Background: an optimization exercise with open tools, aiming at small area and a short achievable clock period. Do not read the settings as production practice.
The RTL was checked by simulation tests, not by an equivalence proof against the original design.

`design/flow/standard.sh`:
```
#!/bin/bash
# synth_recipe.tcl (not shown) runs the flow's synth.tcl, then flattens the netlist and writes it again
# the make line also repeats each setting of config.mk as NAME=value (left out here)
make -C /OpenROAD-flow-scripts/flow DESIGN_CONFIG=/design/flow/config.mk WORK_HOME=/design/flow/orfs CLKGATE_MAP_FILE= SYNTH_SCRIPT=/design/flow/synth_recipe.tcl "${@:-finish}"
```
`design/flow/flow/run.sh`:
```
#!/bin/bash
# The standard layout (the standard.sh) with extra settings from
# flow/extra.mk. make's output goes to standard.log; each ORFS step writes
# its own log under orfs/logs/.
set -euo pipefail
cat flow/extra.mk >> config.mk
bash standard.sh > standard.log 2>&1
```
`design/flow/flow/extra.mk`:
```
# Settings added to the standard flow's config.mk by flow/run.sh.
# Timing repair aims for 12 ns of setup slack, so it keeps shortening the
# critical paths well past the 20 ns clock period.
export SETUP_SLACK_MARGIN = 12
# The slow OR3/OR4 cells are left out of mapping and repair.
export DONT_USE_CELLS = sky130_fd_sc_hd__or4_1 sky130_fd_sc_hd__or4_2 sky130_fd_sc_hd__or4_4 sky130_fd_sc_hd__or4b_1 sky130_fd_sc_hd__or4b_2 sky130_fd_sc_hd__or4b_4 sky130_fd_sc_hd__or4bb_1 sky130_fd_sc_hd__or4bb_2 sky130_fd_sc_hd__or4bb_4 sky130_fd_sc_hd__or3_1 sky130_fd_sc_hd__or3_2 sky130_fd_sc_hd__or3_4 sky130_fd_sc_hd__or3b_1 sky130_fd_sc_hd__or3b_2 sky130_fd_sc_hd__or3b_4
```
`design/flow/constraint.sdc`:
```
create_clock -name core_clock -period 20.0 [get_ports {clk}]
set_input_delay 4.0000 -clock core_clock [delete_from_list [all_inputs] [get_ports {clk}]]
set_output_delay 4.0000 -clock core_clock [all_outputs]
set_load 0.01 [all_outputs]
```
`design/flow/config.mk`:
```
export PLATFORM = sky130hd
export DESIGN_NAME = enigma_part3
export DESIGN_NICKNAME = enigma_part3
export VERILOG_FILES = /design/flow/design.v
export SDC_FILE = /design/flow/constraint.sdc
export NUM_CORES = 8
export LEC_CHECK = 0
export CAP_MARGIN = 10
export CORE_MARGIN = 2
export CORE_UTILIZATION = 40
export SLEW_MARGIN = 10
export SYNTH_HIERARCHICAL = 1
export SYNTH_MINIMUM_KEEP_SIZE = 0
export TNS_END_PERCENT = 5
# Settings added to bench's config.mk by flow/run.sh.
# Timing repair aims for 12 ns of setup slack, so it keeps shortening the
# critical paths well past the 20 ns clock period.
export SETUP_SLACK_MARGIN = 12
# The slow OR3/OR4 cells are left out of mapping and repair.
export DONT_USE_CELLS = sky130_fd_sc_hd__or4_1 sky130_fd_sc_hd__or4_2 sky130_fd_sc_hd__or4_4 sky130_fd_sc_hd__or4b_1 sky130_fd_sc_hd__or4b_2 sky130_fd_sc_hd__or4b_4 sky130_fd_sc_hd__or4bb_1 sky130_fd_sc_hd__or4bb_2 sky130_fd_sc_hd__or4bb_4 sky130_fd_sc_hd__or3_1 sky130_fd_sc_hd__or3_2 sky130_fd_sc_hd__or3_4 sky130_fd_sc_hd__or3b_1 sky130_fd_sc_hd__or3b_2 sky130_fd_sc_hd__or3b_4
```
`design/flow/design.v`:
```
module enigma_part3(clk, srst_n, load, encrypt, crypt_mode, table_idx, code_in, code_out, code_valid);
input clk;
input srst_n;
input load;
input encrypt;
input crypt_mode;
input [1:0] table_idx;
input [5:0] code_in;
output [5:0] code_out;
output code_valid;
integer i, j;
reg [5:0] A [0:63];    
reg [5:0] B [0:63];    
reg [5:0] P [0:63];    
wire [383:0] Av, Bv, Pv;
genvar g;
generate
    for (g = 0; g < 64; g = g + 1) begin : flat
        assign Av[g*6 +: 6] = A[g];
        assign Bv[g*6 +: 6] = B[g];
        assign Pv[g*6 +: 6] = P[g];
    end
endgenerate
reg ld_r, enc_r, md_r;
reg [1:0] ti_r;
reg [5:0] cu;          
reg [5:0] ra0, ra1, ra2, ra3;    
reg [5:0] offb;        
reg [1:0] sr;          
reg       pcnt;        
reg [5:0] psa;         
reg [5:0] ppa;         
reg       val_r;
reg [5:0] bb_r;
reg [5:0] off_r;
wire [5:0] off = offb + {4'd0, sr};    
wire ldB = ld_r & (ti_r == 2'd1);
wire ldP = ld_r & (ti_r == 2'd2);
wire [5:0] fa, fb, fp, bp, bb;
mux4x6 u_fa (.a(ra0), .b(ra1), .c(ra2), .d(ra3), .s(cu[1:0]), .y(fa));
lut64 u_b (.tbl(Bv), .idx(fa), .y(fb));
wire [5:0] i1 = enc_r ? fb : cu;
lut64 u_p1 (.tbl(Pv), .idx(i1), .y(fp));
lut64 u_p2 (.tbl(Pv), .idx(~fp), .y(bp));
cam64 u_bi (.tbl(Bv), .key(bp), .y(bb));
wire [1:0] m = md_r ? bp[1:0] : fb[1:0];
wire [1:0] s_e = fa[5:4];
wire [1:0] s_d = bb[5:4];
wire [1:0] s_eff = enc_r ? (md_r ? s_d : s_e) : 2'd0;
wire [5:0] u = code_in - off;
wire [3:0] h = u[5:2];
wire [3:0] hm = h - 4'd1;
wire [5:0] ra0_nx, ra1_nx, ra2_nx, ra3_nx;
lut16 u_a0 (.tbl({Av[378 +: 6], Av[354 +: 6], Av[330 +: 6], Av[306 +: 6], Av[282 +: 6], Av[258 +: 6], Av[234 +: 6], Av[210 +: 6],
                  Av[186 +: 6], Av[162 +: 6], Av[138 +: 6], Av[114 +: 6], Av[90 +: 6],  Av[66 +: 6],  Av[42 +: 6],  Av[18 +: 6]}),
            .idx(u[1:0] >= 2'd3 ? h : hm), .y(ra3_nx));
lut16 u_a1 (.tbl({Av[372 +: 6], Av[348 +: 6], Av[324 +: 6], Av[300 +: 6], Av[276 +: 6], Av[252 +: 6], Av[228 +: 6], Av[204 +: 6],
                  Av[180 +: 6], Av[156 +: 6], Av[132 +: 6], Av[108 +: 6], Av[84 +: 6],  Av[60 +: 6],  Av[36 +: 6],  Av[12 +: 6]}),
            .idx(u[1:0] >= 2'd2 ? h : hm), .y(ra2_nx));
lut16 u_a2 (.tbl({Av[366 +: 6], Av[342 +: 6], Av[318 +: 6], Av[294 +: 6], Av[270 +: 6], Av[246 +: 6], Av[222 +: 6], Av[198 +: 6],
                  Av[174 +: 6], Av[150 +: 6], Av[126 +: 6], Av[102 +: 6], Av[78 +: 6],  Av[54 +: 6],  Av[30 +: 6],  Av[6 +: 6]}),
            .idx(u[1:0] >= 2'd1 ? h : hm), .y(ra1_nx));
lut16 u_a3 (.tbl({Av[360 +: 6], Av[336 +: 6], Av[312 +: 6], Av[288 +: 6], Av[264 +: 6], Av[240 +: 6], Av[216 +: 6], Av[192 +: 6],
                  Av[168 +: 6], Av[144 +: 6], Av[120 +: 6], Av[96 +: 6],  Av[72 +: 6],  Av[48 +: 6],  Av[24 +: 6],  Av[0 +: 6]}),
            .idx(h), .y(ra0_nx));
wire [1:0] cu_nx;
mux4x2 u_cu (.a(u[1:0]), .b(u[1:0] - 2'd1), .c(u[1:0] - 2'd2), .d(u[1:0] - 2'd3), .s(s_eff), .y(cu_nx));
always @(posedge clk) begin
    if (~srst_n) begin
        ld_r <= 1'b0;
        enc_r <= 1'b0;
        offb <= 6'd0;
        sr <= 2'd0;
        val_r <= 1'b0;
    end else begin
        ld_r <= load;
        enc_r <= encrypt;
        offb <= off;
        sr <= s_eff;
        val_r <= enc_r;
    end
    md_r <= crypt_mode;
    ti_r <= table_idx;
    cu <= {u[5:2], cu_nx};
    ra0 <= ra0_nx; ra1 <= ra1_nx; ra2 <= ra2_nx; ra3 <= ra3_nx;
    bb_r <= bb;
    off_r <= off;
end
always @(posedge clk) begin
    if (srst_n & load & (table_idx == 2'd0)) begin
        for (i = 0; i < 63; i = i + 1) A[i] <= A[i+1];
        A[63] <= code_in;
    end
end
wire [3:0] bsel = {4{enc_r}} & {m == 2'd3, m == 2'd2, m == 2'd1, m == 2'd0};
wire bselh = ~enc_r & ~ldB;
wire bsell = ldB;    
always @(posedge clk) begin
    B[0] <= ({6{bsel[0]}} & B[57]) | ({6{bsel[1]}} & B[58]) | ({6{bsel[2]}} & B[57]) | ({6{bsel[3]}} & B[56]) | ({6{bsell}} & B[1]) | ({6{bselh}} & B[0]);
    B[1] <= ({6{bsel[0]}} & B[63]) | ({6{bsel[1]}} & B[60]) | ({6{bsel[2]}} & B[62]) | ({6{bsel[3]}} & B[63]) | ({6{bsell}} & B[2]) | ({6{bselh}} & B[1]);
    B[2] <= ({6{bsel[0]}} & B[27]) | ({6{bsel[1]}} & B[24]) | ({6{bsel[2]}} & B[26]) | ({6{bsel[3]}} & B[27]) | ({6{bsell}} & B[3]) | ({6{bselh}} & B[2]);
    B[3] <= ({6{bsel[0]}} & B[19]) | ({6{bsel[1]}} & B[16]) | ({6{bsel[2]}} & B[18]) | ({6{bsel[3]}} & B[19]) | ({6{bsell}} & B[4]) | ({6{bselh}} & B[3]);
    B[4] <= ({6{bsel[0]}} & B[40]) | ({6{bsel[1]}} & B[43]) | ({6{bsel[2]}} & B[43]) | ({6{bsel[3]}} & B[42]) | ({6{bsell}} & B[5]) | ({6{bselh}} & B[4]);
    B[5] <= ({6{bsel[0]}} & B[49]) | ({6{bsel[1]}} & B[50]) | ({6{bsel[2]}} & B[49]) | ({6{bsel[3]}} & B[48]) | ({6{bsell}} & B[6]) | ({6{bselh}} & B[5]);
    B[6] <= ({6{bsel[0]}} & B[22]) | ({6{bsel[1]}} & B[21]) | ({6{bsel[2]}} & B[20]) | ({6{bsel[3]}} & B[21]) | ({6{bsell}} & B[7]) | ({6{bselh}} & B[6]);
    B[7] <= ({6{bsel[0]}} & B[42]) | ({6{bsel[1]}} & B[41]) | ({6{bsel[2]}} & B[40]) | ({6{bsel[3]}} & B[41]) | ({6{bsell}} & B[8]) | ({6{bselh}} & B[7]);
    B[8] <= ({6{bsel[0]}} & B[8]) | ({6{bsel[1]}} & B[11]) | ({6{bsel[2]}} & B[11]) | ({6{bsel[3]}} & B[10]) | ({6{bsell}} & B[9]) | ({6{bselh}} & B[8]);
    B[9] <= ({6{bsel[0]}} & B[29]) | ({6{bsel[1]}} & B[30]) | ({6{bsel[2]}} & B[29]) | ({6{bsel[3]}} & B[28]) | ({6{bsell}} & B[10]) | ({6{bselh}} & B[9]);
    B[10] <= ({6{bsel[0]}} & B[56]) | ({6{bsel[1]}} & B[59]) | ({6{bsel[2]}} & B[59]) | ({6{bsel[3]}} & B[58]) | ({6{bsell}} & B[11]) | ({6{bselh}} & B[10]);
    B[11] <= ({6{bsel[0]}} & B[25]) | ({6{bsel[1]}} & B[26]) | ({6{bsel[2]}} & B[25]) | ({6{bsel[3]}} & B[24]) | ({6{bsell}} & B[12]) | ({6{bselh}} & B[11]);
    B[12] <= ({6{bsel[0]}} & B[23]) | ({6{bsel[1]}} & B[20]) | ({6{bsel[2]}} & B[22]) | ({6{bsel[3]}} & B[23]) | ({6{bsell}} & B[13]) | ({6{bselh}} & B[12]);
    B[13] <= ({6{bsel[0]}} & B[31]) | ({6{bsel[1]}} & B[28]) | ({6{bsel[2]}} & B[30]) | ({6{bsel[3]}} & B[31]) | ({6{bsell}} & B[14]) | ({6{bselh}} & B[13]);
    B[14] <= ({6{bsel[0]}} & B[16]) | ({6{bsel[1]}} & B[19]) | ({6{bsel[2]}} & B[19]) | ({6{bsel[3]}} & B[18]) | ({6{bsell}} & B[15]) | ({6{bselh}} & B[14]);
    B[15] <= ({6{bsel[0]}} & B[36]) | ({6{bsel[1]}} & B[39]) | ({6{bsel[2]}} & B[39]) | ({6{bsel[3]}} & B[38]) | ({6{bsell}} & B[16]) | ({6{bselh}} & B[15]);
    B[16] <= ({6{bsel[0]}} & B[24]) | ({6{bsel[1]}} & B[27]) | ({6{bsel[2]}} & B[27]) | ({6{bsel[3]}} & B[26]) | ({6{bsell}} & B[17]) | ({6{bselh}} & B[16]);
    B[17] <= ({6{bsel[0]}} & B[15]) | ({6{bsel[1]}} & B[12]) | ({6{bsel[2]}} & B[14]) | ({6{bsel[3]}} & B[15]) | ({6{bsell}} & B[18]) | ({6{bselh}} & B[17]);
    B[18] <= ({6{bsel[0]}} & B[59]) | ({6{bsel[1]}} & B[56]) | ({6{bsel[2]}} & B[58]) | ({6{bsel[3]}} & B[59]) | ({6{bsell}} & B[19]) | ({6{bselh}} & B[18]);
    B[19] <= ({6{bsel[0]}} & B[4]) | ({6{bsel[1]}} & B[7]) | ({6{bsel[2]}} & B[7]) | ({6{bsel[3]}} & B[6]) | ({6{bsell}} & B[20]) | ({6{bselh}} & B[19]);
    B[20] <= ({6{bsel[0]}} & B[20]) | ({6{bsel[1]}} & B[23]) | ({6{bsel[2]}} & B[23]) | ({6{bsel[3]}} & B[22]) | ({6{bsell}} & B[21]) | ({6{bselh}} & B[20]);
    B[21] <= ({6{bsel[0]}} & B[46]) | ({6{bsel[1]}} & B[45]) | ({6{bsel[2]}} & B[44]) | ({6{bsel[3]}} & B[45]) | ({6{bsell}} & B[22]) | ({6{bselh}} & B[21]);
    B[22] <= ({6{bsel[0]}} & B[9]) | ({6{bsel[1]}} & B[10]) | ({6{bsel[2]}} & B[9]) | ({6{bsel[3]}} & B[8]) | ({6{bsell}} & B[23]) | ({6{bselh}} & B[22]);
    B[23] <= ({6{bsel[0]}} & B[41]) | ({6{bsel[1]}} & B[42]) | ({6{bsel[2]}} & B[41]) | ({6{bsel[3]}} & B[40]) | ({6{bsell}} & B[24]) | ({6{bselh}} & B[23]);
    B[24] <= ({6{bsel[0]}} & B[52]) | ({6{bsel[1]}} & B[55]) | ({6{bsel[2]}} & B[55]) | ({6{bsel[3]}} & B[54]) | ({6{bsell}} & B[25]) | ({6{bselh}} & B[24]);
    B[25] <= ({6{bsel[0]}} & B[0]) | ({6{bsel[1]}} & B[3]) | ({6{bsel[2]}} & B[3]) | ({6{bsel[3]}} & B[2]) | ({6{bsell}} & B[26]) | ({6{bselh}} & B[25]);
    B[26] <= ({6{bsel[0]}} & B[33]) | ({6{bsel[1]}} & B[34]) | ({6{bsel[2]}} & B[33]) | ({6{bsel[3]}} & B[32]) | ({6{bsell}} & B[27]) | ({6{bselh}} & B[26]);
    B[27] <= ({6{bsel[0]}} & B[62]) | ({6{bsel[1]}} & B[61]) | ({6{bsel[2]}} & B[60]) | ({6{bsel[3]}} & B[61]) | ({6{bsell}} & B[28]) | ({6{bselh}} & B[27]);
    B[28] <= ({6{bsel[0]}} & B[12]) | ({6{bsel[1]}} & B[15]) | ({6{bsel[2]}} & B[15]) | ({6{bsel[3]}} & B[14]) | ({6{bsell}} & B[29]) | ({6{bselh}} & B[28]);
    B[29] <= ({6{bsel[0]}} & B[32]) | ({6{bsel[1]}} & B[35]) | ({6{bsel[2]}} & B[35]) | ({6{bsel[3]}} & B[34]) | ({6{bsell}} & B[30]) | ({6{bselh}} & B[29]);
    B[30] <= ({6{bsel[0]}} & B[61]) | ({6{bsel[1]}} & B[62]) | ({6{bsel[2]}} & B[61]) | ({6{bsel[3]}} & B[60]) | ({6{bsell}} & B[31]) | ({6{bselh}} & B[30]);
    B[31] <= ({6{bsel[0]}} & B[54]) | ({6{bsel[1]}} & B[53]) | ({6{bsel[2]}} & B[52]) | ({6{bsel[3]}} & B[53]) | ({6{bsell}} & B[32]) | ({6{bselh}} & B[31]);
    B[32] <= ({6{bsel[0]}} & B[51]) | ({6{bsel[1]}} & B[48]) | ({6{bsel[2]}} & B[50]) | ({6{bsel[3]}} & B[51]) | ({6{bsell}} & B[33]) | ({6{bselh}} & B[32]);
    B[33] <= ({6{bsel[0]}} & B[17]) | ({6{bsel[1]}} & B[18]) | ({6{bsel[2]}} & B[17]) | ({6{bsel[3]}} & B[16]) | ({6{bsell}} & B[34]) | ({6{bselh}} & B[33]);
    B[34] <= ({6{bsel[0]}} & B[11]) | ({6{bsel[1]}} & B[8]) | ({6{bsel[2]}} & B[10]) | ({6{bsel[3]}} & B[11]) | ({6{bsell}} & B[35]) | ({6{bselh}} & B[34]);
    B[35] <= ({6{bsel[0]}} & B[45]) | ({6{bsel[1]}} & B[46]) | ({6{bsel[2]}} & B[45]) | ({6{bsel[3]}} & B[44]) | ({6{bsell}} & B[36]) | ({6{bselh}} & B[35]);
    B[36] <= ({6{bsel[0]}} & B[7]) | ({6{bsel[1]}} & B[4]) | ({6{bsel[2]}} & B[6]) | ({6{bsel[3]}} & B[7]) | ({6{bsell}} & B[37]) | ({6{bselh}} & B[36]);
    B[37] <= ({6{bsel[0]}} & B[2]) | ({6{bsel[1]}} & B[1]) | ({6{bsel[2]}} & B[0]) | ({6{bsel[3]}} & B[1]) | ({6{bsell}} & B[38]) | ({6{bselh}} & B[37]);
    B[38] <= ({6{bsel[0]}} & B[55]) | ({6{bsel[1]}} & B[52]) | ({6{bsel[2]}} & B[54]) | ({6{bsel[3]}} & B[55]) | ({6{bsell}} & B[39]) | ({6{bselh}} & B[38]);
    B[39] <= ({6{bsel[0]}} & B[44]) | ({6{bsel[1]}} & B[47]) | ({6{bsel[2]}} & B[47]) | ({6{bsel[3]}} & B[46]) | ({6{bsell}} & B[40]) | ({6{bselh}} & B[39]);
    B[40] <= ({6{bsel[0]}} & B[50]) | ({6{bsel[1]}} & B[49]) | ({6{bsel[2]}} & B[48]) | ({6{bsel[3]}} & B[49]) | ({6{bsell}} & B[41]) | ({6{bselh}} & B[40]);
    B[41] <= ({6{bsel[0]}} & B[38]) | ({6{bsel[1]}} & B[37]) | ({6{bsel[2]}} & B[36]) | ({6{bsel[3]}} & B[37]) | ({6{bsell}} & B[42]) | ({6{bselh}} & B[41]);
    B[42] <= ({6{bsel[0]}} & B[28]) | ({6{bsel[1]}} & B[31]) | ({6{bsel[2]}} & B[31]) | ({6{bsel[3]}} & B[30]) | ({6{bsell}} & B[43]) | ({6{bselh}} & B[42]);
    B[43] <= ({6{bsel[0]}} & B[10]) | ({6{bsel[1]}} & B[9]) | ({6{bsel[2]}} & B[8]) | ({6{bsel[3]}} & B[9]) | ({6{bsell}} & B[44]) | ({6{bselh}} & B[43]);
    B[44] <= ({6{bsel[0]}} & B[14]) | ({6{bsel[1]}} & B[13]) | ({6{bsel[2]}} & B[12]) | ({6{bsel[3]}} & B[13]) | ({6{bsell}} & B[45]) | ({6{bselh}} & B[44]);
    B[45] <= ({6{bsel[0]}} & B[5]) | ({6{bsel[1]}} & B[6]) | ({6{bsel[2]}} & B[5]) | ({6{bsel[3]}} & B[4]) | ({6{bsell}} & B[46]) | ({6{bselh}} & B[45]);
    B[46] <= ({6{bsel[0]}} & B[37]) | ({6{bsel[1]}} & B[38]) | ({6{bsel[2]}} & B[37]) | ({6{bsel[3]}} & B[36]) | ({6{bsell}} & B[47]) | ({6{bselh}} & B[46]);
    B[47] <= ({6{bsel[0]}} & B[58]) | ({6{bsel[1]}} & B[57]) | ({6{bsel[2]}} & B[56]) | ({6{bsel[3]}} & B[57]) | ({6{bsell}} & B[48]) | ({6{bselh}} & B[47]);
    B[48] <= ({6{bsel[0]}} & B[48]) | ({6{bsel[1]}} & B[51]) | ({6{bsel[2]}} & B[51]) | ({6{bsel[3]}} & B[50]) | ({6{bsell}} & B[49]) | ({6{bselh}} & B[48]);
    B[49] <= ({6{bsel[0]}} & B[18]) | ({6{bsel[1]}} & B[17]) | ({6{bsel[2]}} & B[16]) | ({6{bsel[3]}} & B[17]) | ({6{bsell}} & B[50]) | ({6{bselh}} & B[49]);
    B[50] <= ({6{bsel[0]}} & B[34]) | ({6{bsel[1]}} & B[33]) | ({6{bsel[2]}} & B[32]) | ({6{bsel[3]}} & B[33]) | ({6{bsell}} & B[51]) | ({6{bselh}} & B[50]);
    B[51] <= ({6{bsel[0]}} & B[53]) | ({6{bsel[1]}} & B[54]) | ({6{bsel[2]}} & B[53]) | ({6{bsel[3]}} & B[52]) | ({6{bsell}} & B[52]) | ({6{bselh}} & B[51]);
    B[52] <= ({6{bsel[0]}} & B[60]) | ({6{bsel[1]}} & B[63]) | ({6{bsel[2]}} & B[63]) | ({6{bsel[3]}} & B[62]) | ({6{bsell}} & B[53]) | ({6{bselh}} & B[52]);
    B[53] <= ({6{bsel[0]}} & B[3]) | ({6{bsel[1]}} & B[0]) | ({6{bsel[2]}} & B[2]) | ({6{bsel[3]}} & B[3]) | ({6{bsell}} & B[54]) | ({6{bselh}} & B[53]);
    B[54] <= ({6{bsel[0]}} & B[39]) | ({6{bsel[1]}} & B[36]) | ({6{bsel[2]}} & B[38]) | ({6{bsel[3]}} & B[39]) | ({6{bsell}} & B[55]) | ({6{bselh}} & B[54]);
    B[55] <= ({6{bsel[0]}} & B[6]) | ({6{bsel[1]}} & B[5]) | ({6{bsel[2]}} & B[4]) | ({6{bsel[3]}} & B[5]) | ({6{bsell}} & B[56]) | ({6{bselh}} & B[55]);
    B[56] <= ({6{bsel[0]}} & B[13]) | ({6{bsel[1]}} & B[14]) | ({6{bsel[2]}} & B[13]) | ({6{bsel[3]}} & B[12]) | ({6{bsell}} & B[57]) | ({6{bselh}} & B[56]);
    B[57] <= ({6{bsel[0]}} & B[47]) | ({6{bsel[1]}} & B[44]) | ({6{bsel[2]}} & B[46]) | ({6{bsel[3]}} & B[47]) | ({6{bsell}} & B[58]) | ({6{bselh}} & B[57]);
    B[58] <= ({6{bsel[0]}} & B[30]) | ({6{bsel[1]}} & B[29]) | ({6{bsel[2]}} & B[28]) | ({6{bsel[3]}} & B[29]) | ({6{bsell}} & B[59]) | ({6{bselh}} & B[58]);
    B[59] <= ({6{bsel[0]}} & B[26]) | ({6{bsel[1]}} & B[25]) | ({6{bsel[2]}} & B[24]) | ({6{bsel[3]}} & B[25]) | ({6{bsell}} & B[60]) | ({6{bselh}} & B[59]);
    B[60] <= ({6{bsel[0]}} & B[43]) | ({6{bsel[1]}} & B[40]) | ({6{bsel[2]}} & B[42]) | ({6{bsel[3]}} & B[43]) | ({6{bsell}} & B[61]) | ({6{bselh}} & B[60]);
    B[61] <= ({6{bsel[0]}} & B[21]) | ({6{bsel[1]}} & B[22]) | ({6{bsel[2]}} & B[21]) | ({6{bsel[3]}} & B[20]) | ({6{bsell}} & B[62]) | ({6{bselh}} & B[61]);
    B[62] <= ({6{bsel[0]}} & B[1]) | ({6{bsel[1]}} & B[2]) | ({6{bsel[2]}} & B[1]) | ({6{bsel[3]}} & B[0]) | ({6{bsell}} & B[63]) | ({6{bselh}} & B[62]);
    B[63] <= ({6{bsel[0]}} & B[35]) | ({6{bsel[1]}} & B[32]) | ({6{bsel[2]}} & B[34]) | ({6{bsel[3]}} & B[35]) | ({6{bsell}} & cu) | ({6{bselh}} & B[63]);
end
wire [5:0] pd = ppa ^ fp;    
always @(posedge clk) begin
    if (~srst_n) begin
        pcnt <= 1'b0;
        for (i = 0; i < 64; i = i + 1) P[i] <= i[5:0];
    end else if (ldP) begin
        pcnt <= ~pcnt;
        if (pcnt) begin
            for (i = 0; i < 64; i = i + 1)
                if (i[5:0] == psa || i[5:0] == cu) P[i] <= P[i] ^ pd;
        end
    end
    if (ldP & ~pcnt) begin
        psa <= cu;
        ppa <= fp;
    end
end
wire [5:0] pa;
cam64 u_ai (.tbl(Av), .key(bb_r), .y(pa));
assign code_out = val_r ? pa + off_r : 6'd0;
assign code_valid = val_r;
endmodule
module lut64(tbl, idx, y);
input [383:0] tbl;
input [5:0] idx;
output reg [5:0] y;
reg [7:0] lo, hi;
integer i;
always @(*) begin
    lo = 8'd1 << idx[2:0];
    hi = 8'd1 << idx[5:3];
    y = 6'd0;
    for (i = 0; i < 64; i = i + 1)
        y = y | ({6{lo[i % 8] & hi[i / 8]}} & tbl[i*6 +: 6]);
end
endmodule
module lut16(tbl, idx, y);
input [95:0] tbl;
input [3:0] idx;
output [5:0] y;
assign y = tbl[idx*6 +: 6];
endmodule
module cam64(tbl, key, y);
input [383:0] tbl;
input [5:0] key;
output reg [5:0] y;
integer i;
always @(*) begin
    y = 6'd0;
    for (i = 0; i < 64; i = i + 1)
        if (tbl[i*6 +: 6] == key) y = y | i[5:0];
end
endmodule
module mux4x6(a, b, c, d, s, y);
input [5:0] a, b, c, d;
input [1:0] s;
output [5:0] y;
assign y = s[1] ? (s[0] ? d : c) : (s[0] ? b : a);
endmodule
module mux4x2(a, b, c, d, s, y);
input [1:0] a, b, c, d;
input [1:0] s;
output [1:0] y;
assign y = s[1] ? (s[0] ? d : c) : (s[0] ? b : a);
endmodule
```
==> results.txt, run 1 <==
* Mean Syn Cell Area at approximately 10 um2
* Worst slew pin tran at approximately 1.4 ns
* Drc violations at 0
* CTS H-tree depth at 4
* RSZ-0062 raised after global routing: yes
* Setup TNS Final at 0 ns
* CP Capture Type: flop
* Warnings, synthesis at 12
* Congestion Overflow GR at 0
* Min Tclk post-route at 10.18 ns
* Drt wl/cell at about 40 um
* Crit-path leading delay family: simple AND/OR/NAND/NOR gates
* Number of synthesized flops with an enable pin at about 400
* Worst path arrival time at 10.85 ns
* Routed wire length at 393 mm
* Synth unique cells at 81
* First-pass iteration count of the detailed router at 10
* Post-route ant nets at 0
* Hold Buf Count CTS at 0
* Startpoint types: flop
* Net Count, Synth at 7164
* CTS tree: done
* Clock Path Buffers at 3
* Largest net degree at the start of global routing at around 210
* Initial antenna violation count at 15
* Status: complete, no violations
* Clk Latency, worst-skew pair at between 0.8 and 0.9 ns
* CP bufs+invs at 11
* Worst Path Required at 20.67 ns
* Ys flop type: dfxtp_1
* CTS Sinks at around 1200
* Most common cell in the netlist: dfxtp_1
* Tightest hold margin at approximately 0.48 ns
* Final setup viols at 0
* I/O pin count at 20
* Die ar. at roughly 0.18 mm2
* Synth area leader: dfxtp_1
* First-pass GRT wire length at 533 mm
* Register area share after synthesis at approximately two fifths
* Max_slew headroom at roughly 3.7%
* GRT Overall Usage at ~41%
* Via count at between 60000 and 70000
* Share of cells above drive strength 1 at a little under a fifth
* Final Hold Fails at 0
* Gpl congestion at about 1.1
* Nets at around 7300
* Fin crit share at between 50% and 60%
* Synth top cells by count: 825 x dfxtp_1, 588 x xor2_1, 573 x a221o_1
* Share of the synthesized area in the top cell type at between 20 and 25%
* Number of global-route vias before repair at around 63000
* Pins Over Slew Limit at 0
* Max Cap Viol at 0
* Yosys reg bits at roughly 1200
* Crit path kind: reg2reg
* Core area at approximately 0.18 mm2
* Via density at 7.08
* Post-DP HPWL at ~260 mm
* Largest cells by area after synthesis: dfxtp_1 23%, edfxtp_1 16%, a221o_1 7.9%
* Crit path max fanout at 35
* CP max stage cell: nor4_4
* Most used cell, CP: nand4_1
* Root Buffer Master: clkbuf_16
* Fin Clk Skew at between 0.05 and 0.06 ns
* Post-synth ARST share at 0%
* P&R area growth vs syn at 19.3%
* Total CTS buffers at 140
* Syn Std Cell Area at 0.0724 mm2
* Hold Path Class: reg2reg
* Crit-path max cell delay at ~0.62 ns
* Std cell rows at 156
* Clk slew on worst S/H paths at about 0.06 ns
* Syn Inst Count at slightly above 7000
* Die H at roughly 430 um
* Initial core utilization at roughly 40%
* Port Buffers at 19
* Chip width at 429 um
* Fmax at about 98 MHz
* Initial DRC count at 10800
timing repair:
item,4_1_cts,5_1_grt
gates cloned,46,7
pin swaps,119,50
setup endpoints to repair,786,527
buffers inserted,235,31
gates resized for setup,642,171
worst paths after layout:
check / slack [ns] / to / cells after the start / start
worst min-delay path: 0.48 / A[1][0] / 0 / A[2][0]
worst max-delay path: 9.82 / cu[0] / 39 / cu[0]
worst min register to register: 0.48 / A[1][0] / 0 / A[2][0]
worst max register to register: 9.82 / cu[0] / 39 / cu[0]
layout make-up:
type                       instances  area (um2)
sequential                      1221       28400
timing repair buffer             557        6340
fill                           16700       94000
inverter                          30         134
clock buffer                     187        3920
antenna                           12        30.0
multi-input combinational       5277       43600
timing repair inverter             1        6.26
tap                             2370        2970
clock inverter                    66         915
routing by layer:
metal / track usage [%] / wire (um) / vias up
li1: - / - / 27500
met3: 11.6 / 46000 / 1427
met1: 52.3 / 149000 / 34400
met2: 58.9 / 162000 / 5496
met4: 29.2 / 35600 / 4
met5: 0.390 / 141 / -
flip-flops by register name (all words and copies together) (netlist names):
register	flops
A	384
ppa	6
P	384
enc_r	1
ti_r	2
cu	6
pcnt	1
sr	2
ra1	6
ra3	6
B	384
offb	6
ld_r	1
psa	6
off_r	6
bb_r	6
md_r	1
ra2	6
ra0	6
val_r	1
Yosys stat by module (local to each module, per instance):
module | flops+latches | area [um2] | cells | copies in the design
enigma_part3 | 1221 | 49200 | 4291 | 1
cam64 | 0 | 4920 | 607 | 2
lut64 | 0 | 3330 | 469 | 3
lut16 | 0 | 782 | 53 | 4
mux4x6 | 0 | 146 | 7 | 1
mux4x2 | 0 | 52.6 | 2 | 1
worst register-to-register path: cells and delay by family, from the launching register on:
family | cells | cell delay, ns
buffers and inverters | 11 | 1.80
muxes | 4 | 1.53
DFF | 1 | 0.34
AOI/OAI and AO/OA | 5 | 1.51
xor gates and xnor gates | 1 | 0.18
and+or+nand+nor | 18 | 4.70
placed cells by master, fill, tap and decap left out, types with 28 or more instances in the layout:
cell and n:
dfxtp_1 816, a221o_1 573, xor2_1 551, nand2_1 466, xnor2_1 406, edfxtp_1 396, nor3b_1 367, buf_4 366
a22oi_1 312, nor2_1 244, and2_1 218, o21ai_0 190, a21oi_1 185, and3_1 156, mux2i_1 154, clkbuf_16 147
a221oi_1 97, nand4_1 92, nand3_1 85, nor4_1 72, o22ai_1 62, mux4_2 56, buf_6 55, nor4_2 53
buf_12 53, a22oi_2 49, mux4_1 48, nor2b_1 37, nor3_1 37, mux2_2 36, buf_16 29, nor4_4 28
per-stage QoR:
| step | worst slack (ns) | util, % | instances | instance area (um2) |
|---|---|---|---|---|
| CTS | 10.40 | 47.1 | 9668 | 85000 |
| global route | 10.04 | 47.9 | 9713 | 86300 |
| floorplan | 5.64 | - | 7133 | 72400 |
| detailed placement | 5.25 | 41.0 | 9134 | 74000 |
| global placement | 4.07 | 41.0 | 9130 | 73900 |
| finish | 9.82 | 47.9 | 9721 | 86400 |
cell families after synthesis:
kind of cell,synth area share (%)
flops,39.2
simple gates,16.7
fa+ha+maj,0.370
compound gates,19.5
mux,6.72
xor+xnor,12.3
buf+inv,5.12
==> run 2: changes to the inputs <==
--- a/design/flow/design.v
+++ b/design/flow/design.v
@@ -24,66 +24,96 @@
 reg ld_r, enc_r, md_r;
 reg [1:0] ti_r;
 reg [5:0] cu;          
-reg [5:0] ra0, ra1, ra2, ra3;    
+reg [3:0] sel;         
+reg [7:0] ra0l, ra1l, ra2l, ra3l, ra0h, ra1h, ra2h, ra3h;
 reg [5:0] offb;        
-reg [1:0] sr;          
+reg [3:0] sro;         
 reg       pcnt;        
 reg [5:0] psa;         
 reg [5:0] ppa;         
 reg       val_r;
 reg [5:0] bb_r;
+reg [5:0] bbn_r;       
 reg [5:0] off_r;
-wire [5:0] off = offb + {4'd0, sr};    
+wire [5:0] off = offb + {4'd0, sro[3] | sro[2], sro[3] | sro[1]};    
 wire ldB = ld_r & (ti_r == 2'd1);
 wire ldP = ld_r & (ti_r == 2'd2);
-wire [5:0] fa, fb, fp, bp, bb;
-mux4x6 u_fa (.a(ra0), .b(ra1), .c(ra2), .d(ra3), .s(cu[1:0]), .y(fa));
-lut64 u_b (.tbl(Bv), .idx(fa), .y(fb));
-wire [5:0] i1 = enc_r ? fb : cu;
-lut64 u_p1 (.tbl(Pv), .idx(i1), .y(fp));
+wire [5:0] fb, fp, bp, bb;
+wire [3:0] bbg;        
+wire [7:0] fal, fah;   
+sel4x8 u_fal (.a(ra0l), .b(ra1l), .c(ra2l), .d(ra3l), .s(sel), .y(fal));
+sel4x8 u_fah (.a(ra0h), .b(ra1h), .c(ra2h), .d(ra3h), .s(sel), .y(fah));
+lut64d u_b (.tbl(Bv), .lo(fal), .hi(fah), .y(fb));
+lut64 u_p1 (.tbl(Pv), .idx(fb), .y(fp));
+wire [5:0] pc;         
+lut64 u_pl (.tbl(Pv), .idx(cu), .y(pc));
 lut64 u_p2 (.tbl(Pv), .idx(~fp), .y(bp));
-cam64 u_bi (.tbl(Bv), .key(bp), .y(bb));
+cam64g u_bi (.tbl(Bv), .key(bp), .y(bb), .g(bbg));
 wire [1:0] m = md_r ? bp[1:0] : fb[1:0];
-wire [1:0] s_e = fa[5:4];
-wire [1:0] s_d = bb[5:4];
-wire [1:0] s_eff = enc_r ? (md_r ? s_d : s_e) : 2'd0;
-wire [5:0] u = code_in - off;
-wire [3:0] h = u[5:2];
-wire [3:0] hm = h - 4'd1;
+wire [1:0] s_e = {|fah[7:4], fah[2] | fah[3] | fah[6] | fah[7]};
+wire [1:0] ul = code_in[1:0] - off[1:0];
+wire b0 = code_in[1:0] < off[1:0];
+wire [3:0] d0 = code_in[5:2] - off[5:2];
+wire [3:0] d1 = code_in[5:2] - (off[5:2] + 4'd1);
+wire [3:0] d2 = code_in[5:2] - (off[5:2] + 4'd2);
+wire [3:0] ix0 = b0 ? d1 : d0;
+wire [3:0] ix1 = (ul < 2'd1) ? (b0 ? d2 : d1) : (b0 ? d1 : d0);
+wire [3:0] ix2 = (ul < 2'd2) ? (b0 ? d2 : d1) : (b0 ? d1 : d0);
+wire [3:0] ix3 = (ul < 2'd3) ? (b0 ? d2 : d1) : (b0 ? d1 : d0);
 wire [5:0] ra0_nx, ra1_nx, ra2_nx, ra3_nx;
+wire [3:0] ge = enc_r ? (4'd1 << s_e) : 4'd1;    
+wire dmode = enc_r & md_r;
+reg [3:0] sel_e;       
+reg [15:0] sel_d;      
+integer q;
+always @(*) begin
+    sel_e = 4'd0;
+    sel_d = 16'd0;
+    for (q = 0; q < 4; q = q + 1) begin
+        if (ge[q] & ~dmode) sel_e = sel_e | (4'd1 << ((ul - q[1:0]) & 2'd3));
+        if (dmode) sel_d[4*q + ((ul - q[1:0]) & 2'd3)] = 1'b1;
+    end
+end
+wire [3:0] sel_nx;
+wire [3:0] sro_nx;
+pick4 u_sro (.a(bbg), .b(enc_r ? ge : 4'd0), .s(dmode), .y(sro_nx));
+selnx u_sel (.e(sel_e), .d(sel_d), .g(bbg), .y(sel_nx));
 lut16 u_a0 (.tbl({Av[378 +: 6], Av[354 +: 6], Av[330 +: 6], Av[306 +: 6], Av[282 +: 6], Av[258 +: 6], Av[234 +: 6], Av[210 +: 6],
                   Av[186 +: 6], Av[162 +: 6], Av[138 +: 6], Av[114 +: 6], Av[90 +: 6],  Av[66 +: 6],  Av[42 +: 6],  Av[18 +: 6]}),
-            .idx(u[1:0] >= 2'd3 ? h : hm), .y(ra3_nx));
+            .idx(ix3), .y(ra3_nx));
 lut16 u_a1 (.tbl({Av[372 +: 6], Av[348 +: 6], Av[324 +: 6], Av[300 +: 6], Av[276 +: 6], Av[252 +: 6], Av[228 +: 6], Av[204 +: 6],
                   Av[180 +: 6], Av[156 +: 6], Av[132 +: 6], Av[108 +: 6], Av[84 +: 6],  Av[60 +: 6],  Av[36 +: 6],  Av[12 +: 6]}),
-            .idx(u[1:0] >= 2'd2 ? h : hm), .y(ra2_nx));
+            .idx(ix2), .y(ra2_nx));
 lut16 u_a2 (.tbl({Av[366 +: 6], Av[342 +: 6], Av[318 +: 6], Av[294 +: 6], Av[270 +: 6], Av[246 +: 6], Av[222 +: 6], Av[198 +: 6],
                   Av[174 +: 6], Av[150 +: 6], Av[126 +: 6], Av[102 +: 6], Av[78 +: 6],  Av[54 +: 6],  Av[30 +: 6],  Av[6 +: 6]}),
-            .idx(u[1:0] >= 2'd1 ? h : hm), .y(ra1_nx));
+            .idx(ix1), .y(ra1_nx));
 lut16 u_a3 (.tbl({Av[360 +: 6], Av[336 +: 6], Av[312 +: 6], Av[288 +: 6], Av[264 +: 6], Av[240 +: 6], Av[216 +: 6], Av[192 +: 6],
                   Av[168 +: 6], Av[144 +: 6], Av[120 +: 6], Av[96 +: 6],  Av[72 +: 6],  Av[48 +: 6],  Av[24 +: 6],  Av[0 +: 6]}),
-            .idx(h), .y(ra0_nx));
-wire [1:0] cu_nx;
-mux4x2 u_cu (.a(u[1:0]), .b(u[1:0] - 2'd1), .c(u[1:0] - 2'd2), .d(u[1:0] - 2'd3), .s(s_eff), .y(cu_nx));
+            .idx(ix0), .y(ra0_nx));
 always @(posedge clk) begin
     if (~srst_n) begin
         ld_r <= 1'b0;
         enc_r <= 1'b0;
         offb <= 6'd0;
-        sr <= 2'd0;
+        sro <= 4'd0;
         val_r <= 1'b0;
     end else begin
         ld_r <= load;
         enc_r <= encrypt;
         offb <= off;
-        sr <= s_eff;
+        sro <= sro_nx;
         val_r <= enc_r;
     end
     md_r <= crypt_mode;
     ti_r <= table_idx;
-    cu <= {u[5:2], cu_nx};
-    ra0 <= ra0_nx; ra1 <= ra1_nx; ra2 <= ra2_nx; ra3 <= ra3_nx;
+    cu <= code_in;    
+    sel <= sel_nx;
+    ra0l <= 8'd1 << ra0_nx[2:0]; ra0h <= 8'd1 << ra0_nx[5:3];
+    ra1l <= 8'd1 << ra1_nx[2:0]; ra1h <= 8'd1 << ra1_nx[5:3];
+    ra2l <= 8'd1 << ra2_nx[2:0]; ra2h <= 8'd1 << ra2_nx[5:3];
+    ra3l <= 8'd1 << ra3_nx[2:0]; ra3h <= 8'd1 << ra3_nx[5:3];
     bb_r <= bb;
+    bbn_r <= ~bb;
     off_r <= off;
 end
 always @(posedge clk) begin
@@ -161,7 +191,7 @@
     B[62] <= ({6{bsel[0]}} & B[1]) | ({6{bsel[1]}} & B[2]) | ({6{bsel[2]}} & B[1]) | ({6{bsel[3]}} & B[0]) | ({6{bsell}} & B[63]) | ({6{bselh}} & B[62]);
     B[63] <= ({6{bsel[0]}} & B[35]) | ({6{bsel[1]}} & B[32]) | ({6{bsel[2]}} & B[34]) | ({6{bsel[3]}} & B[35]) | ({6{bsell}} & cu) | ({6{bselh}} & B[63]);
 end
-wire [5:0] pd = ppa ^ fp;    
+wire [5:0] pd = ppa ^ pc;    
 always @(posedge clk) begin
     if (~srst_n) begin
         pcnt <= 1'b0;
@@ -175,12 +205,12 @@
     end
     if (ldP & ~pcnt) begin
         psa <= cu;
-        ppa <= fp;
-    end
-end
-wire [5:0] pa;
-cam64 u_ai (.tbl(Av), .key(bb_r), .y(pa));
-assign code_out = val_r ? pa + off_r : 6'd0;
+        ppa <= pc;
+    end
+end
+wire [5:0] ba;
+camrot u_ai (.tbl(Av), .key(bb_r), .keyn(bbn_r), .en(val_r), .off(off_r), .y(ba));
+assign code_out = ba;
 assign code_valid = val_r;
 endmodule
 module lut64(tbl, idx, y);
@@ -196,6 +226,57 @@
     for (i = 0; i < 64; i = i + 1)
         y = y | ({6{lo[i % 8] & hi[i / 8]}} & tbl[i*6 +: 6]);
 end
+endmodule
+module lut64d(tbl, lo, hi, y);
+input [383:0] tbl;
+input [7:0] lo, hi;
+output reg [5:0] y;
+integer i;
+always @(*) begin
+    y = 6'd0;
+    for (i = 0; i < 64; i = i + 1)
+        y = y | ({6{lo[i % 8] & hi[i / 8]}} & tbl[i*6 +: 6]);
+end
+endmodule
+module cam64g(tbl, key, y, g);
+input [383:0] tbl;
+input [5:0] key;
+output reg [5:0] y;
+output reg [3:0] g;
+integer i;
+always @(*) begin
+    y = 6'd0;
+    g = 4'd0;
+    for (i = 0; i < 64; i = i + 1)
+        if (tbl[i*6 +: 6] == key) begin
+            y = y | i[5:0];
+            g[i / 16] = 1'b1;
+        end
+end
+endmodule
+module sel4x8(a, b, c, d, s, y);
+input [7:0] a, b, c, d;
+input [3:0] s;
+output [7:0] y;
+assign y = ({8{s[0]}} & a) | ({8{s[1]}} & b) | ({8{s[2]}} & c) | ({8{s[3]}} & d);
+endmodule
+module pick4(a, b, s, y);
+input [3:0] a, b;
+input s;
+output [3:0] y;
+assign y = ({4{s}} & a) | ({4{~s}} & b);
+endmodule
+module selnx(e, d, g, y);
+input [3:0] e;
+input [15:0] d;
+input [3:0] g;
+output [3:0] y;
+genvar j;
+generate
+    for (j = 0; j < 4; j = j + 1) begin : o
+        assign y[j] = e[j] | (g[0] & d[j]) | (g[1] & d[4+j]) | (g[2] & d[8+j]) | (g[3] & d[12+j]);
+    end
+endgenerate
 endmodule
 module lut16(tbl, idx, y);
 input [95:0] tbl;
@@ -214,6 +295,23 @@
         if (tbl[i*6 +: 6] == key) y = y | i[5:0];
 end
 endmodule
+module camrot(tbl, key, keyn, en, off, y);
+input [383:0] tbl;
+input [5:0] key;
+input [5:0] keyn;      
+input en;
+input [5:0] off;
+output reg [5:0] y;
+reg [5:0] k;
+integer i;
+always @(*) begin
+    y = 6'd0;
+    for (i = 0; i < 64; i = i + 1) begin
+        k = i[5:0] + off;
+        if (en && (i < 32 ? tbl[i*6 +: 6] == key : tbl[i*6 +: 6] == ~keyn)) y = y | k;
+    end
+end
+endmodule
 module mux4x6(a, b, c, d, s, y);
 input [5:0] a, b, c, d;
 input [1:0] s;
==> design/flow/flow/extra.mk (replaced) <==
# Settings added to the standard flow's config.mk by flow/run.sh.
# Timing repair aims for 12 ns of setup slack, so it keeps shortening the
# critical paths well past the 20 ns clock period.
export SETUP_SLACK_MARGIN = 12
# The slow OR3/OR4 cells and the delay cells are left out of mapping, port
# buffering and repair.
export DONT_USE_CELLS = sky130_fd_sc_hd__or4_1 sky130_fd_sc_hd__or4_2 sky130_fd_sc_hd__or4_4 sky130_fd_sc_hd__or4b_1 sky130_fd_sc_hd__or4b_2 sky130_fd_sc_hd__or4b_4 sky130_fd_sc_hd__or4bb_1 sky130_fd_sc_hd__or4bb_2 sky130_fd_sc_hd__or4bb_4 sky130_fd_sc_hd__or3_1 sky130_fd_sc_hd__or3_2 sky130_fd_sc_hd__or3_4 sky130_fd_sc_hd__or3b_1 sky130_fd_sc_hd__or3b_2 sky130_fd_sc_hd__or3b_4 sky130_fd_sc_hd__clkdlybuf4s15_1 sky130_fd_sc_hd__clkdlybuf4s15_2 sky130_fd_sc_hd__clkdlybuf4s18_1 sky130_fd_sc_hd__clkdlybuf4s18_2 sky130_fd_sc_hd__clkdlybuf4s25_1 sky130_fd_sc_hd__clkdlybuf4s25_2 sky130_fd_sc_hd__clkdlybuf4s50_1 sky130_fd_sc_hd__clkdlybuf4s50_2 sky130_fd_sc_hd__dlygate4sd1_1 sky130_fd_sc_hd__dlygate4sd2_1 sky130_fd_sc_hd__dlygate4sd3_1 sky130_fd_sc_hd__dlymetal6s2s_1 sky130_fd_sc_hd__dlymetal6s4s_1 sky130_fd_sc_hd__dlymetal6s6s_1 
==> design/flow/config.mk (replaced) <==
export PLATFORM = sky130hd
export DESIGN_NAME = enigma_part3
export DESIGN_NICKNAME = enigma_part3
export VERILOG_FILES = /design/flow/design.v
export SDC_FILE = /design/flow/constraint.sdc
export NUM_CORES = 8
export LEC_CHECK = 0
export CAP_MARGIN = 10
export CORE_MARGIN = 2
export CORE_UTILIZATION = 40
export CTS_BUF_LIST = sky130_fd_sc_hd__clkbuf_8 sky130_fd_sc_hd__clkbuf_16
export CTS_CLUSTER_DIAMETER = 100
export CTS_CLUSTER_SIZE = 20
export SLEW_MARGIN = 10
export SYNTH_HIERARCHICAL = 1
export SYNTH_MINIMUM_KEEP_SIZE = 0
export TNS_END_PERCENT = 5
# Settings added to bench's config.mk by flow/run.sh.
# Timing repair aims for 12 ns of setup slack, so it keeps shortening the
# critical paths well past the 20 ns clock period.
export SETUP_SLACK_MARGIN = 12
# The slow OR3/OR4 cells and the delay cells are left out of mapping, port
# buffering and repair.
export DONT_USE_CELLS = sky130_fd_sc_hd__or4_1 sky130_fd_sc_hd__or4_2 sky130_fd_sc_hd__or4_4 sky130_fd_sc_hd__or4b_1 sky130_fd_sc_hd__or4b_2 sky130_fd_sc_hd__or4b_4 sky130_fd_sc_hd__or4bb_1 sky130_fd_sc_hd__or4bb_2 sky130_fd_sc_hd__or4bb_4 sky130_fd_sc_hd__or3_1 sky130_fd_sc_hd__or3_2 sky130_fd_sc_hd__or3_4 sky130_fd_sc_hd__or3b_1 sky130_fd_sc_hd__or3b_2 sky130_fd_sc_hd__or3b_4 sky130_fd_sc_hd__clkdlybuf4s15_1 sky130_fd_sc_hd__clkdlybuf4s15_2 sky130_fd_sc_hd__clkdlybuf4s18_1 sky130_fd_sc_hd__clkdlybuf4s18_2 sky130_fd_sc_hd__clkdlybuf4s25_1 sky130_fd_sc_hd__clkdlybuf4s25_2 sky130_fd_sc_hd__clkdlybuf4s50_1 sky130_fd_sc_hd__clkdlybuf4s50_2 sky130_fd_sc_hd__dlygate4sd1_1 sky130_fd_sc_hd__dlygate4sd2_1 sky130_fd_sc_hd__dlygate4sd3_1 sky130_fd_sc_hd__dlymetal6s2s_1 sky130_fd_sc_hd__dlymetal6s4s_1 sky130_fd_sc_hd__dlymetal6s6s_1 
==> results.txt, run 2 <==
* P&R area growth vs syn at 15.2% (was 19.3%)
* WHS Path Cells at 0 (unchanged)
* Share of cells above drive strength 1 at 17.1% (was 19.2%)
* Register area at 0.0295 mm2 (was 0.0284 mm2)
* Clock Path Buffers at 3 (unchanged)
* Die ar. at 0.208 mm2 (was 0.184 mm2)
* CP bufs+invs at 14 (was 11)
* Clk slew on worst S/H paths at 0.09 ns (was 0.06 ns)
* R2r setup slk at 11.26 ns (was 9.82 ns)
* RR Startpoint: sel[0] (was cu[0])
* Most used cell, CP: nand4_1 (unchanged)
* Cell count along the critical path at 35 (was 39)
* Setup TNS Final at 0 ns (unchanged)
* Post-DP HPWL at 331 mm (was 261 mm)
* Drt wl/cell at 43.0 um (was 40.5 um)
* Worst path arrival time at 9.41 ns (was 10.85 ns)
* GRT Overall Usage at 43.3% (was 40.9%)
* Most frequent cells in the layout: 851 x dfxtp_1, 751 x a221o_1, 466 x o21ai_0 (was 816 x dfxtp_1, 573 x a221o_1, 551 x xor2_1)
* Port Buffers at 19 (unchanged)
* CP max stage cell: xnor2_1 (was nor4_4)
* Fin crit share at 43.7% (was 50.9%)
* RSZ-0062 raised after global routing: yes (unchanged)
* Worst slew pin tran at 1.38 ns (was 1.44 ns)
* Crit path max fanout at 16 (was 35)
* Worst Path Required at 20.67 ns (about the same)
* Clk Latency, worst-skew pair at 0.80 ns (was 0.84 ns)
* Largest net degree at the start of global routing at 148 (was 208)
* First-pass GRT wire length at 638 mm (was 533 mm)
* Hold Path End: A[45][2] (was A[1][0])
* Std cell rows at 165 (was 156)
* Via density at 7.47 (was 7.08)
* Initial antenna violation count at 44 (was 15)
* Initial core utilization at 40.3% (was 40.1%)
* Routed wire length at 478 mm (was 393 mm)
* Filler cells at 19200 (was 16700)
* Multi-input gate area at 0.0522 mm2 (was 0.0436 mm2)
* Drc violations at 0 (unchanged)
* Status: complete, no violations (unchanged)
* Reg-to-Reg End: bbn_r[2] (was cu[0])
* Max Cap Viol at 0 (unchanged)
* Congestion Overflow GR at 0 (unchanged)
* Syn Inst Count at 8250 (was 7133)
* Chip width at 456 um (was 429 um)
* CTS tree: done (unchanged)
* Min Tclk post-route at 8.74 ns (was 10.18 ns)
* Fin Clk Skew at 0.0614 ns (was 0.0587 ns)
* Gpl congestion at 1.15 (was 1.12)
* Pins Over Slew Limit at 0 (unchanged)
* Nets at 8424 (was 7259)
* Core area at 0.203 mm2 (was 0.180 mm2)
* I/O pin count at 20 (unchanged)
* Fmax at 114 MHz (was 98.2 MHz)
* Warnings, synthesis at 14 (was 12)
* Commonest non-fill, non-tap cell in the layout: dfxtp_1 (unchanged)
* CTS Sinks at 1272 (was 1221)
* Syn Std Cell Area at 0.0818 mm2 (was 0.0724 mm2)
* Root Buffer Master: clkbuf_16 (unchanged)
* CTS H-tree depth at 3 (was 4)
* Hold Buf Count CTS at 0 (unchanged)
* Crit-path leading delay family: buffers and inverters (was simple AND/OR/NAND/NOR gates)
* Mean Syn Cell Area at 9.91 um2 (was 10.1 um2)
* Net Count, Synth at 8304 (was 7164)
* Startpoint types: flop (unchanged)
* Top Registers: A (384), B (384), P (384) (unchanged)
* Max_slew headroom at 7.97% (was 3.72%)
* Crit-path max cell delay at 0.87 ns (was 0.62 ns)
* Hold Path Class: reg2reg (unchanged)
* CP Capture Type: flop (unchanged)
* First-pass iteration count of the detailed router at 13 (was 10)
* Final setup viols at 0 (unchanged)
* Die H at 456 um (was 429 um)
* Total CTS buffers at 79 (was 140)
* Filler-free cell count of the finished design at 11100 (was 9721)
* Post-route ant nets at 0 (unchanged)
* Hold path start: A[46][2] (was A[2][0])
* Crit path kind: reg2reg (unchanged)
* Number of global-route vias before repair at 74100 (was 63000)
* Worst Reg2Reg Path Length in Cells at 35 (was 39)
* Via count at 83000 (was 68900)
* Dpl cells at 10400 (was 9134)
* Final Hold Fails at 0 (unchanged)
* Initial DRC count at 15000 (was 10800)
## run 2: area by class of cell
type                    count  area share [%]
well taps                2672            3.55
inverters                  70           0.382
multi-input cells        6147            55.4
clock buffers              82            2.15
repair buffers            798            6.65
diodes                     23          0.0611
clock inverters            45           0.466
repair inverters            2          0.0186
flip-flops and latches   1272            31.3
## run 2: worst max-delay path by stage
| stage | slack (ns) | end | start |
|---|---|---|---|
| after detailed placement | 6.12 | sro[3] | sel[0] |
| after CTS | 11.31 | code_out[2] | bb_r[2] |
| after global routing | 11.25 | code_out[5] | off_r[4] |
| after global placement | 5.99 | sel[0] | sel[0] |
| after floorplan | 5.65 | A[0][0] | srst_n |
| final | 11.26 | bbn_r[2] | sel[0] |
## run 2: metal layers
metal	track usage (%)	wire (um)	vias to the layer above
met4	27.6	41400	22
met1	55.7	182000	41500
met2	62.0	193000	6882
met5	0	329	-
li1	-	-	32900
met3	14.3	61500	1706
## run 2: through the flow
| stage | cell area (um2) | worst slack (ns) | hold WS (ns) | util (%) |
|---|---|---|---|---|
| 2_1_floorplan | 81800 | 5.65 | 0.426 | - |
| 3_3_place_gp | 82100 | 5.99 | 0.470 | 40.5 |
| 3_5_place_dp | 82100 | 6.12 | 0.478 | 40.5 |
| 4_1_cts | 90900 | 11.31 | 0.490 | 44.9 |
| 5_1_grt | 94200 | 11.25 | 0.497 | 46.5 |
| 6_report | 94200 | 11.26 | 0.488 | 46.5 |
## run 2: repair_timing
item	in CTS	in global routing
pin swaps	129	148
gates cloned	41	6
gates resized for setup	860	410
setup endpoints to repair	441	536
setup buffers	266	224
## run 2: worst reg2reg max path, delay by kind of cell (launching register included)
kind                      cells  cell delay (ns)
AOI/OAI and AO/OA             8             1.97
xor gates and xnor gates      1             0.87
buffers and inverters        14             2.71
DFF                           1             0.51
and+or+nand+nor              12             2.57
==> run 3: changes to the inputs <==
--- a/design/flow/design.v
+++ b/design/flow/design.v
@@ -46,20 +46,19 @@
 lut64d u_b (.tbl(Bv), .lo(fal), .hi(fah), .y(fb));
 lut64 u_p1 (.tbl(Pv), .idx(fb), .y(fp));
 wire [5:0] pc;         
-lut64 u_pl (.tbl(Pv), .idx(cu), .y(pc));
+lut64m u_pl (.tbl(Pv), .idx(cu), .y(pc));
 lut64 u_p2 (.tbl(Pv), .idx(~fp), .y(bp));
 cam64g u_bi (.tbl(Bv), .key(bp), .y(bb), .g(bbg));
 wire [1:0] m = md_r ? bp[1:0] : fb[1:0];
 wire [1:0] s_e = {|fah[7:4], fah[2] | fah[3] | fah[6] | fah[7]};
-wire [1:0] ul = code_in[1:0] - off[1:0];
-wire b0 = code_in[1:0] < off[1:0];
-wire [3:0] d0 = code_in[5:2] - off[5:2];
-wire [3:0] d1 = code_in[5:2] - (off[5:2] + 4'd1);
-wire [3:0] d2 = code_in[5:2] - (off[5:2] + 4'd2);
-wire [3:0] ix0 = b0 ? d1 : d0;
-wire [3:0] ix1 = (ul < 2'd1) ? (b0 ? d2 : d1) : (b0 ? d1 : d0);
-wire [3:0] ix2 = (ul < 2'd2) ? (b0 ? d2 : d1) : (b0 ? d1 : d0);
-wire [3:0] ix3 = (ul < 2'd3) ? (b0 ? d2 : d1) : (b0 ? d1 : d0);
+wire [5:0] u = code_in - off;
+wire [1:0] ul = u[1:0];
+wire [3:0] h = u[5:2];
+wire [3:0] hm = h - 4'd1;
+wire [3:0] ix0 = h;
+wire [3:0] ix1 = ul >= 2'd1 ? h : hm;
+wire [3:0] ix2 = ul >= 2'd2 ? h : hm;
+wire [3:0] ix3 = ul >= 2'd3 ? h : hm;
 wire [5:0] ra0_nx, ra1_nx, ra2_nx, ra3_nx;
 wire [3:0] ge = enc_r ? (4'd1 << s_e) : 4'd1;    
 wire dmode = enc_r & md_r;
@@ -209,8 +208,9 @@
     end
 end
 wire [5:0] ba;
-camrot u_ai (.tbl(Av), .key(bb_r), .keyn(bbn_r), .en(val_r), .off(off_r), .y(ba));
-assign code_out = ba;
+wire [5:0] pa;
+cam64h u_ai (.tbl(Av), .key(bb_r), .keyn(bbn_r), .y(pa));
+assign code_out = val_r ? pa + off_r : 6'd0;
 assign code_valid = val_r;
 endmodule
 module lut64(tbl, idx, y);
@@ -278,6 +278,23 @@
     end
 endgenerate
 endmodule
+module lut64m(tbl, idx, y);
+input [383:0] tbl;
+input [5:0] idx;
+output [5:0] y;
+wire [95:0] l1;
+wire [23:0] l2;
+genvar g;
+generate
+    for (g = 0; g < 16; g = g + 1) begin : a
+        mux4x6 u (.a(tbl[(4*g)*6 +: 6]), .b(tbl[(4*g+1)*6 +: 6]), .c(tbl[(4*g+2)*6 +: 6]), .d(tbl[(4*g+3)*6 +: 6]), .s(idx[1:0]), .y(l1[g*6 +: 6]));
+    end
+    for (g = 0; g < 4; g = g + 1) begin : b
+        mux4x6 u (.a(l1[(4*g)*6 +: 6]), .b(l1[(4*g+1)*6 +: 6]), .c(l1[(4*g+2)*6 +: 6]), .d(l1[(4*g+3)*6 +: 6]), .s(idx[3:2]), .y(l2[g*6 +: 6]));
+    end
+endgenerate
+mux4x6 u_c (.a(l2[0 +: 6]), .b(l2[6 +: 6]), .c(l2[12 +: 6]), .d(l2[18 +: 6]), .s(idx[5:4]), .y(y));
+endmodule
 module lut16(tbl, idx, y);
 input [95:0] tbl;
 input [3:0] idx;
@@ -295,6 +312,18 @@
         if (tbl[i*6 +: 6] == key) y = y | i[5:0];
 end
 endmodule
+module cam64h(tbl, key, keyn, y);
+input [383:0] tbl;
+input [5:0] key;
+input [5:0] keyn;
+output reg [5:0] y;
+integer i;
+always @(*) begin
+    y = 6'd0;
+    for (i = 0; i < 64; i = i + 1)
+        if (i < 32 ? tbl[i*6 +: 6] == key : tbl[i*6 +: 6] == ~keyn) y = y | i[5:0];
+end
+endmodule
 module camrot(tbl, key, keyn, en, off, y);
 input [383:0] tbl;
 input [5:0] key;
@@ -318,9 +347,3 @@
 output [5:0] y;
 assign y = s[1] ? (s[0] ? d : c) : (s[0] ? b : a);
 endmodule
-module mux4x2(a, b, c, d, s, y);
-input [1:0] a, b, c, d;
-input [1:0] s;
-output [1:0] y;
-assign y = s[1] ? (s[0] ? d : c) : (s[0] ? b : a);
-endmodule
--- a/design/flow/config.mk
+++ b/design/flow/config.mk
@@ -5,13 +5,13 @@
 export SDC_FILE = /design/flow/constraint.sdc
 export NUM_CORES = 8
 export LEC_CHECK = 0
-export CAP_MARGIN = 10
+export CAP_MARGIN = 20
 export CORE_MARGIN = 2
 export CORE_UTILIZATION = 40
 export CTS_BUF_LIST = sky130_fd_sc_hd__clkbuf_8 sky130_fd_sc_hd__clkbuf_16
 export CTS_CLUSTER_DIAMETER = 100
 export CTS_CLUSTER_SIZE = 20
-export SLEW_MARGIN = 10
+export SLEW_MARGIN = 20
 export SYNTH_HIERARCHICAL = 1
 export SYNTH_MINIMUM_KEEP_SIZE = 0
 export TNS_END_PERCENT = 5
==> results.txt, run 3 <==
* I/O pin count at 20 (unchanged)
* Clk slew on worst S/H paths at 0.10 ns (was 0.09 ns)
* Clock Path Buffers at 3 (unchanged)
* Crit path kind: reg2reg (unchanged)
* Pins Over Slew Limit at 0 (unchanged)
* RSZ-0062 raised after global routing: yes (unchanged)
* Die H at 444 um (was 456 um)
* CTS tree: done (unchanged)
* Hold Path Class: reg2reg (unchanged)
* Core area at 0.192 mm2 (was 0.203 mm2)
* Post-DP HPWL at 315 mm (was 331 mm)
* Crit path max fanout at 36 (was 16)
* Routed wire length at 457 mm (was 478 mm)
* Die ar. at 0.197 mm2 (was 0.208 mm2)
* Final setup viols at 0 (unchanged)
* GRT Overall Usage at 44.3% (was 43.3%)
* Worst Reg2Reg Path Length in Cells at 35 (unchanged)
* Register area at 0.0295 mm2 (about the same)
* Startpoint types: flop (unchanged)
* Drc violations at 0 (unchanged)
* Std cell rows at 161 (was 165)
* Met3 Use GR at 15.2% (was 14.3%)
* Initial DRC count at 13500 (was 15000)
* Min Tclk post-route at 9.12 ns (was 8.74 ns)
* Crit-path max cell delay at 0.75 ns (was 0.87 ns)
* Status: complete, no violations (unchanged)
* Via count at 73500 (was 83000)
* Reg-to-Reg End: bbn_r[5] (was bbn_r[2])
* Initial core utilization at 40.2% (was 40.3%)
* Filler cells at 18000 (was 19200)
* Tightest hold margin at 0.490 ns (was 0.488 ns)
* Chip width at 444 um (was 456 um)
* Share of cells above drive strength 1 at 17.1% (about the same)
* Port Buffers at 19 (unchanged)
* Worst slew pin tran at 1.27 ns (was 1.38 ns)
* CP max stage cell: a222oi_1 (was xnor2_1)
* Worst path arrival time at 9.83 ns (was 9.41 ns)
* Max_slew headroom at 15.6% (was 7.97%)
* Drt wl/cell at 45.5 um (was 43.0 um)
* First-pass GRT wire length at 603 mm (was 638 mm)
* Post-route ant nets at 0 (unchanged)
* CTS Sinks at 1272 (unchanged)
* Syn Std Cell Area at 0.0774 mm2 (was 0.0818 mm2)
* Fin Clk Skew at 0.0916 ns (was 0.0614 ns)
* Initial antenna violation count at 41 (was 44)
* Warnings, synthesis at 14 (unchanged)
* Congestion Overflow GR at 0 (unchanged)
* Multi-input gate area at 0.0475 mm2 (was 0.0522 mm2)
* R2r setup slk at 10.88 ns (was 11.26 ns)
* Fin crit share at 45.6% (was 43.7%)
* CP Capture Type: flop (unchanged)
* Hold Buf Count CTS at 0 (unchanged)
* Root Buffer Master: clkbuf_16 (unchanged)
* Setup TNS Final at 0 ns (unchanged)
* Met2 Use GR at 64.6% (was 62.0%)
* Commonest non-fill, non-tap cell in the layout: dfxtp_1 (unchanged)
* CTS H-tree depth at 3 (unchanged)
* Top Registers: A (384), B (384), P (384) (unchanged)
* GRT Max-Usage Layer: met2 (unchanged)
* Via density at 7.33 (was 7.47)
* WHS Path Cells at 2 (was 0)
* Most frequent cells in the layout: 855 x dfxtp_1, 575 x a221o_1, 517 x xnor2_1 (was 851 x dfxtp_1, 751 x a221o_1, 466 x o21ai_0)
* Number of global-route vias before repair at 66300 (was 74100)
* RR Startpoint: sel[2] (was sel[0])
* Hold Path End: off_r[5] (was A[45][2])
* Total CTS buffers at 79 (unchanged)
* Syn Inst Count at 7465 (was 8250)
* Gpl congestion at 1.15 (about the same)
* Final Hold Fails at 0 (unchanged)
* Net Count, Synth at 7497 (was 8304)
* First-pass iteration count of the detailed router at 17 (was 13)
* Hold path start: offb[5] (was A[46][2])
* GR Layer Usage met1 at 53.7% (was 55.7%)
* P&R area growth vs syn at 12.6% (was 15.2%)
* Clk Latency, worst-skew pair at 0.87 ns (was 0.80 ns)
* Nets at 7475 (was 8424)
* Fmax at 110 MHz (was 114 MHz)
* Worst Path Required at 20.71 ns (was 20.67 ns)
* Mean Syn Cell Area at 10.4 um2 (was 9.91 um2)
* Largest net degree at the start of global routing at 144 (was 148)
* Max Cap Viol at 0 (unchanged)
==> run 3: area by class of cell <==
class	count	area share (%)
tap	2526	3.63
sequential	1272	33.8
multi-input combinational	5498	54.5
timing repair buffer	539	4.89
antenna	19	0.0545
clock buffer	82	2.33
inverter	53	0.307
clock inverter	45	0.468
==> run 3: metrics by stage <==
step / utilization, % / std cells / instance area [um2] / worst slack (ns)
4_1_cts: 44.6 / 9940 / 85700 / 11.53
6_report: 45.3 / 10000 / 87200 / 10.88
3_5_place_dp: 40.5 / 9518 / 77900 / 6.29
3_3_place_gp: 40.4 / 9514 / 77800 / 5.38
5_1_grt: 45.3 / 10000 / 87100 / 11.04
2_1_floorplan: - / 7465 / 77500 / 5.65
==> run 3: critical path: cells and delay by family (launching register included) <==
family,cells,cell delay (ns)
and+or+nand+nor,15,3.08
AOI/OAI and AO/OA,6,2.45
buffers and inverters,13,2.30
xor gates and xnor gates,1,0.52
DFF,1,0.43
==> run 3: timing repair <==
| item | CTS | global route |
|---|---|---|
| gates cloned | 28 | 11 |
| endpoints found under the setup margin | 536 | 535 |
| gates resized for setup | 720 | 168 |
| endpoints found under the hold margin | 0 | 0 |
| pin swaps | 127 | 41 |
| setup buffers | 267 | 61 |
==> run 3: metal layers <==
metal / share of wire, % / up-vias / wire (um)
li1: - / 28800 / -
met1: 36 / 36900 / 163000
met2: 41 / 6150 / 189000
met3: 13 / 1710 / 58400
met4: 10 / 22 / 46000
met5: 0.069 / - / 316
==> run 3: worst max-delay path by stage <==
stage,startpoint,endpoint,cells past startpoint
3_5_place_dp,sel[2],B[3][5],31
4_1_cts,bbn_r[1],code_out[4],17
2_1_floorplan,srst_n,A[0][0],3
5_1_grt,sel[2],sel[0],38
6_report,sel[2],bbn_r[5],35
3_3_place_gp,sel[2],B[13][5],30

==> port drivers added, routing unchanged <==
In the flow no input, the clock included, has a driving cell. The finished layouts below were timed again as built, in two steps. Step 1 (the two cells are an assumption about what drives the block):
set clk [get_ports {clk}]
set_driving_cell -lib_cell sky130_fd_sc_hd__clkbuf_16 $clk
set_driving_cell -lib_cell sky130_fd_sc_hd__buf_2 [delete_from_list [all_inputs] $clk]
Step 2 adds t to the input delays and takes it off the output delays; t is the mean of the earliest and latest rising clock arrival at the registers after step 1. Input paths then give back, and output paths get back, about the clock's delay inside the block. Slacks: ideal / step 1 / step 2; pairs: ideal / step 1.
| run | t (ns) | setup WS [ns] | worst setup path after step 2 | pins driven straight from the clock port |
|---|---|---|---|---|
| run 1 | 0.908 | 9.815 / 9.815 / 9.815 | register to register | 1 |
| run 2 | 0.863 | 11.260 / 11.260 / 11.128 | input to register | 1 |
| run 3 | 0.912 | 10.878 / 10.878 / 10.570 | input to register | 1 |
After both steps every run listed still meets setup and hold. The setup slack of run 3, which loses most, moves by 0.000 ns with the drivers and by -0.308 ns with both steps.
